What follows belongs to an exercise in optimizing a design on an open flow for small area; a production flow would make more cautious choices. The RTL was checked by simulation tests, not by an equivalence proof against the original design. The flow treats the clock pin as an ideal source. Dropping or thinning the clock tree relies on that and would not hold on a real chip. Power and IR drop assume default switching activity.

== branch amber ==
==> flow/design.v <==
module counters
(
  input wire rst, clk, inc, hold,
  output wire [29:0] disp
);
reg [29:0] c;    
reg [29:0] d;
wire [29:0] n;
wire [8:0] i;
assign i[0] = inc;
localparam [8*5-1:0] LSB = {5'd26, 5'd22, 5'd19, 5'd15, 5'd12, 5'd8, 5'd4, 5'd0};
genvar k;
generate for (k = 0; k < 8; k = k + 1) begin : g
  localparam integer L = LSB[k*5 +: 5];
  if (k == 3 || k == 5) begin : six
    wire [2:0] b = c[L +: 3];
    wire a = i[k] & b[0];
    assign n[L]   = b[0] ^ i[k];
    assign n[L+1] = b[1] ^ (a & ~b[2]);
    assign n[L+2] = b[2] ^ (a & (b[2] | b[1]));
    assign i[k+1] = a & b[2];
  end else begin : ten
    wire [3:0] b = c[L +: 4];
    wire a = i[k] & b[0];
    assign n[L]   = b[0] ^ i[k];
    assign n[L+1] = b[1] ^ (a & ~b[3]);
    assign n[L+2] = b[2] ^ (a & b[1]);
    assign n[L+3] = b[3] ^ (a & (b[3] | (b[2] & b[1])));
    assign i[k+1] = a & b[3];
  end
end endgenerate
always @(posedge clk)
  if (rst) c <= 30'd0;
  else     c <= n;
always @(posedge clk)
  if (!hold) d <= c;
assign disp = d;
endmodule
module dcm
(
  input wire rst, clk,
  output wire tick_next, tick_500ms, tick_scan
);
reg [1:0] j;    
reg h;          
reg [4:0] qn;   
reg [1:0] m;    
wire [4:0] q = ~qn;
always @(posedge clk or posedge rst) begin
  if (rst)
    qn <= 5'b00000;
  else
    qn <= ~{q[3:0], (q[4] ^ q[2]) | (q[3] & ~q[2] & q[0])};
end
always @(posedge clk) begin
  if (rst) begin
    j <= 2'b00;
    h <= 1'b0;
    m <= 2'b00;
  end else begin
    j <= {j[0], ~j[1]};
    h <= h ^ (j[1] & ~j[0]);
    m <= {m[0], ~(m[0] | m[1])};
  end
end
assign tick_next  = ~j[1] & ~j[0];
assign tick_500ms = ~h & j[1] & ~j[0] & ~q[4] & q[3] & q[1] & q[0];
assign tick_scan  = m[1] & ~(j[1] ^ j[0]);
endmodule
module dspl_drv_NexysA7
(
  input clock, reset, tick, light,
  input [29:0] digits,
  output [7:0] an, dec_cat
);
  reg [2:0] s;
  reg [3:0] x;
  reg lit;
  wire [7:0] oh;
  genvar i;
  generate for (i = 0; i < 8; i = i + 1) begin : g_oh
    assign oh[i] = (s == i);
  end endgenerate
  wire [3:0] dig = ({4{oh[0]}} & digits[3:0])  | ({4{oh[1]}} & digits[7:4]) |
                   ({4{oh[2]}} & digits[11:8]) | ({4{oh[3]}} & {1'b0, digits[14:12]}) |
                   ({4{oh[4]}} & digits[18:15]) | ({4{oh[5]}} & {1'b0, digits[21:19]}) |
                   ({4{oh[6]}} & digits[25:22]) | ({4{oh[7]}} & digits[29:26]);
  always @(posedge clock or posedge reset) begin
    if (reset) begin
      x <= 4'd0;
      lit <= 1'b0;
    end else if (tick) begin
      x <= dig;
      lit <= light;
    end
  end
  always @(posedge clock) begin
    if (reset)
      s <= 3'd0;
    else if (tick)
      s <= s + 3'd1;
  end
  generate for (i = 0; i < 8; i = i + 1) begin : g_an
    assign an[i] = ~(lit & oh[(i + 1) % 8]);
  end endgenerate
  wire sa = (~x[0] & ~x[1] & x[2]) | (x[0] & ~x[1] & ~x[2] & ~x[3]);
  wire sb = (x[0] & ~x[1] & x[2]) | (~x[0] & x[1] & x[2]);
  wire sc = ~x[0] & x[1] & ~x[2];
  wire sd = (~x[0] & ~x[1] & x[2]) | (x[0] & x[1] & x[2]) | (x[0] & ~x[1] & ~x[2] & ~x[3]);
  wire se = x[0] | (~x[1] & x[2]);
  wire sf = (x[1] & ~x[2]) | (x[0] & x[1]) | (x[0] & ~x[2] & ~x[3]);
  wire sg = (~x[1] & ~x[2] & ~x[3]) | (x[0] & x[1] & x[2]);
  assign dec_cat = {sa, sb, sc, sd, se, sf, sg, 1'b1};
endmodule
module dm
(
    input wire rst, clk, tick_500ms, splitcheck,
    output wire hold_next, light
);
reg splitswitch, dark;    
always @(posedge clk) begin
  if (rst)
    splitswitch <= 1'b0;
  else
    splitswitch <= splitswitch ^ splitcheck;
end
always @(posedge clk) begin
  if (rst)
    dark <= 1'b0;
  else if (tick_500ms)
    dark <= splitswitch & ~dark;
end
assign hold_next = splitswitch ^ splitcheck;
assign light = ~dark;
endmodule
module edge_detector_sintese
(
  input clk, rst, din,
  output rising   
);
  reg [4:0] s;
  wire [4:0] n;
  always @(posedge clk)
    if (rst) s <= 5'd0;
    else     s <= n;
  wire z    = ~(s[1] | s[2] | s[3] | s[4]);
  wire wait_ = z & ~s[0];
  wire last = &s;
  wire clr  = last & ~din;
  wire g    = ~((s[1] & ~s[2] & ~s[4]) | (~s[1] & s[3] & s[4]) | (s[2] & ~s[3] & ~s[4]));
  assign n[0]   = (wait_ | last) ? din : g;
  assign n[4:1] = s[3:0] & ~{4{clr}};
  assign rising = z & s[0];
endmodule
module top
(
    input wire clk, rst, start, stop, split,
    output wire [7:0] an, dec_ddp
);
wire start_ed, stop_ed, split_ed;
wire tick_next, tick_500ms, tick_scan;
wire hold_next, light;
wire [29:0] disp;
edge_detector_sintese ed_start (.clk(clk), .rst(rst), .din(start), .rising(start_ed));
edge_detector_sintese ed_stop  (.clk(clk), .rst(rst), .din(stop),  .rising(stop_ed));
edge_detector_sintese ed_split (.clk(clk), .rst(rst), .din(split), .rising(split_ed));
dcm dcm (.rst(rst), .clk(clk), .tick_next(tick_next), .tick_500ms(tick_500ms), .tick_scan(tick_scan));
reg on, in_split;
always @(posedge clk) begin
    if (rst) begin
        on <= 1'b0;
        in_split <= 1'b0;
    end else begin
        on <= on ? (in_split | ~stop_ed) : start_ed;
        in_split <= on & split_ed;
    end
end
counters counters (.rst(rst), .clk(clk), .inc(tick_next & on), .hold(hold_next), .disp(disp));
dm dm (.rst(rst), .clk(clk), .tick_500ms(tick_500ms), .splitcheck(split_ed),
       .hold_next(hold_next), .light(light));
dspl_drv_NexysA7 driver (.clock(clk), .reset(rst), .tick(tick_scan), .light(light),
                         .digits(disp), .an(an), .dec_cat(dec_ddp));
endmodule
Settings: LEC_CHECK=0, CAP_MARGIN=20, CORE_MARGIN=2, CORE_UTILIZATION=65, SLEW_MARGIN=20; clock period 10.0 ns.
standard.sh (not shown) runs the stock make flow with config.mk's settings and CLKGATE_MAP_FILE= SYNTH_SCRIPT=/design/flow/synth_recipe.tcl, a recipe that flattens the netlist after the stock synthesis.
==> flow/flow/run.sh <==
#!/bin/bash
# Layout flow: the standard flow (standard.sh, standard synthesis
# unchanged) with two changes to how the layout is made:
#  - the port buffers are the smallest buffer cell (buf_1);
#  - the clock tree is built by flow/leaf_clusters.tcl before the CTS step
#    (one root buffer, nine leaf buffers over balanced clusters of flip-flops).
# The full output of the flow goes to flow.log here; ORFS keeps each step's
# log under orfs/logs/.
set -e
here=$(pwd)
bash standard.sh \
  "BUFFER_PORTS_ARGS=-buffer_cell sky130_fd_sc_hd__buf_1" \
  "PRE_CTS_TCL=$here/flow/leaf_clusters.tcl" \
  finish > flow.log 2>&1
==> flow/flow/leaf_clusters.tcl <==
# Clock tree for this small design, built before CTS (sourced as PRE_CTS_TCL):
# the clock port drives one root buffer, which drives leaf_count leaf
# buffers; the flip-flops are split into that many clusters of nearly equal
# size by location (capacitated k-means) and each cluster is driven by one
# leaf buffer at its centre. TritonCTS is then skipped: its H-tree stops at
# 15 sinks per leaf, which needs more and larger buffers than this design
# needs to keep the clock-pin slew within limits.

set clock_port  clk
set leaf_count  9
set leaf_master sky130_fd_sc_hd__clkbuf_4
set root_master sky130_fd_sc_hd__clkbuf_4

set block [ord::get_db_block]
set clk_bterm [$block findBTerm $clock_port]
set clk_net [$clk_bterm getNet]

# clock sinks and their positions (cell centres)
set pts {}
foreach it [$clk_net getITerms] {
  set inst [$it getInst]
  set bb [$inst getBBox]
  set x [expr { ([$bb xMin] + [$bb xMax]) / 2.0 }]
  set y [expr { ([$bb yMin] + [$bb yMax]) / 2.0 }]
  lappend pts [list $x $y $it]
}
set n [llength $pts]
set cap [expr { int(ceil(double($n) / $leaf_count)) }]
puts "leaf_clusters: $n clock sinks, $leaf_count clusters of at most $cap"

# initial centres: sinks spread along a space-filling order (by x then y)
set sorted [lsort -real -index 0 $pts]
set centres {}
for {set k 0} {$k < $leaf_count} {incr k} {
  set p [lindex $sorted [expr { int(($k + 0.5) * $n / $leaf_count) }]]
  lappend centres [list [lindex $p 0] [lindex $p 1]]
}

proc assign_capacitated { pts centres cap } {
  # every (sink, centre) pair by distance; take the closest pairs first,
  # skipping full centres and assigned sinks
  set pairs {}
  set i 0
  foreach p $pts {
    set k 0
    foreach c $centres {
      set d [expr { abs([lindex $p 0] - [lindex $c 0]) + abs([lindex $p 1] - [lindex $c 1]) }]
      lappend pairs [list $d $i $k]
      incr k
    }
    incr i
  }
  set pairs [lsort -real -index 0 $pairs]
  set assign [lrepeat [llength $pts] -1]
  set count [lrepeat [llength $centres] 0]
  foreach pr $pairs {
    lassign $pr d i k
    if { [lindex $assign $i] >= 0 || [lindex $count $k] >= $cap } { continue }
    lset assign $i $k
    lset count $k [expr { [lindex $count $k] + 1 }]
  }
  return $assign
}

for {set iter 0} {$iter < 20} {incr iter} {
  set assign [assign_capacitated $pts $centres $cap]
  set sx [lrepeat $leaf_count 0.0]
  set sy [lrepeat $leaf_count 0.0]
  set cnt [lrepeat $leaf_count 0]
  foreach p $pts k $assign {
    lset sx $k [expr { [lindex $sx $k] + [lindex $p 0] }]
    lset sy $k [expr { [lindex $sy $k] + [lindex $p 1] }]
    lset cnt $k [expr { [lindex $cnt $k] + 1 }]
  }
  for {set k 0} {$k < $leaf_count} {incr k} {
    if { [lindex $cnt $k] > 0 } {
      lset centres $k [list [expr { [lindex $sx $k] / [lindex $cnt $k] }] \
                            [expr { [lindex $sy $k] / [lindex $cnt $k] }]]
    }
  }
}
puts "leaf_clusters: cluster sizes $cnt"

set db [ord::get_db]
set leaf_m [$db findMaster $leaf_master]
set root_m [$db findMaster $root_master]

# root buffer at the centre of the leaf buffers, fed by the clock port
set rx 0.0
set ry 0.0
foreach c $centres {
  set rx [expr { $rx + [lindex $c 0] / $leaf_count }]
  set ry [expr { $ry + [lindex $c 1] / $leaf_count }]
}
set root [odb::dbInst_create $block $root_m "clkbuf_root"]
$root setLocation [expr { int($rx) }] [expr { int($ry) }]
$root setPlacementStatus PLACED
set root_net [odb::dbNet_create $block "clknet_root"]
$root_net setSigType CLOCK
$clk_net setSigType CLOCK
foreach p $pts { [lindex $p 2] disconnect }
[$root findITerm A] connect $clk_net
[$root findITerm X] connect $root_net

for {set k 0} {$k < $leaf_count} {incr k} {
  set c [lindex $centres $k]
  set leaf [odb::dbInst_create $block $leaf_m "clkbuf_leaf_$k"]
  $leaf setLocation [expr { int([lindex $c 0]) }] [expr { int([lindex $c 1]) }]
  $leaf setPlacementStatus PLACED
  set net [odb::dbNet_create $block "clknet_leaf_$k"]
  $net setSigType CLOCK
  [$leaf findITerm A] connect $root_net
  [$leaf findITerm X] connect $net
  foreach p $pts a $assign {
    if { $a == $k } { [lindex $p 2] connect $net }
  }
}

set_propagated_clock [all_clocks]

# the tree is complete: make the CTS step's clock_tree_synthesis call a no-op
rename clock_tree_synthesis tritoncts_clock_tree_synthesis
proc clock_tree_synthesis { args } {
  puts "leaf_clusters: clock tree already built, clock_tree_synthesis skipped"
}
[inputs] branch indigo vs branch amber
# branch amber
export LEC_CHECK = 0
export CAP_MARGIN = 20
export CORE_MARGIN = 2
export CORE_UTILIZATION = 65
export SLEW_MARGIN = 20
create_clock -name core_clock -period 10.0 [get_ports {clk}]
# branch indigo
export LEC_CHECK = 0
export CAP_MARGIN = 20
export CORE_MARGIN = 2
export CORE_UTILIZATION = 40
export SLEW_MARGIN = 20
create_clock -name core_clock -period 10.0 [get_ports {clk}]
==> flow/flow/run.sh <==
#!/bin/bash
# Layout flow: the standard flow (standard.sh, standard synthesis
# unchanged) with two changes to how the layout is made:
#  - the port buffers are the smallest buffer cell (buf_1);
#  - the clock tree is built by flow/leaf_clusters.tcl before the CTS step
#    (one root buffer, ten leaf buffers over balanced clusters of flip-flops).
# The full output of the flow goes to flow.log here; ORFS keeps each step's
# log under orfs/logs/.
set -e
here=$(pwd)
bash standard.sh \
  "BUFFER_PORTS_ARGS=-buffer_cell sky130_fd_sc_hd__buf_1" \
  "PRE_CTS_TCL=$here/flow/leaf_clusters.tcl" \
  finish > flow.log 2>&1
-- flow/flow/leaf_clusters.tcl --
<<< branch amber, line 8

set clock_port  clk
set leaf_count  9
set leaf_master sky130_fd_sc_hd__clkbuf_4
set root_master sky130_fd_sc_hd__clkbuf_4
>>> branch indigo, line 8

set clock_port  clk
set leaf_count  10
set leaf_master sky130_fd_sc_hd__clkbuf_4
set root_master sky130_fd_sc_hd__clkbuf_4
==> comparison <==
- Per the final summary, branch indigo finished and its layout is clean on timing, DRC and antenna.
- Standard cell area after detailed placement grows slightly when moving from branch amber to branch indigo.
- Compared with branch amber, branch indigo shows a switching share of total power that is 0.42 points higher.
- NOTE: worst slack after detailed placement in branch indigo falls short of that of branch amber
- Layer with the highest usage = met2: branch indigo; layer with the highest usage = met1: branch amber
- Compared with branch amber, in branch indigo worst hold slack shows an increase of 19 ps, sequential share of layout area saw a decrease, via count increased 22, area overhead of the layout relative to synthesis picked up an extra 2.0 points, number of buffers added on ports shows no meaningful change.
- Comparing branch indigo with branch amber, the maximum achievable frequency came out essentially unchanged.
In every run of this note, the design's own scripts or RTL, not TritonCTS, make the clock network.

[static timing again, ports no longer ideal]
The flow's constraints put no driver on any port. The routed layouts listed below were extracted and timed again, unchanged, in two steps. Step 1 assumes that a clkbuf_16 drives the clock port and a buf_2 every other input. Step 2 times the ports against the registers' clock, not the clock port: input delays grow and output delays shrink by t, the midpoint of the rising clock arrivals with the driver on. a / b / c = ideal ports / drivers / drivers and shift; a / b = the first two.
run	t, ns	slack for setup (ns)	slew at the worst register clock pin (ns)
branch amber	0.453	5.893 / 5.893 / 5.893	0.11 / 0.11
branch indigo	0.463	5.890 / 5.890 / 5.890	0.11 / 0.11
After both steps setup and hold are still met in every run listed.
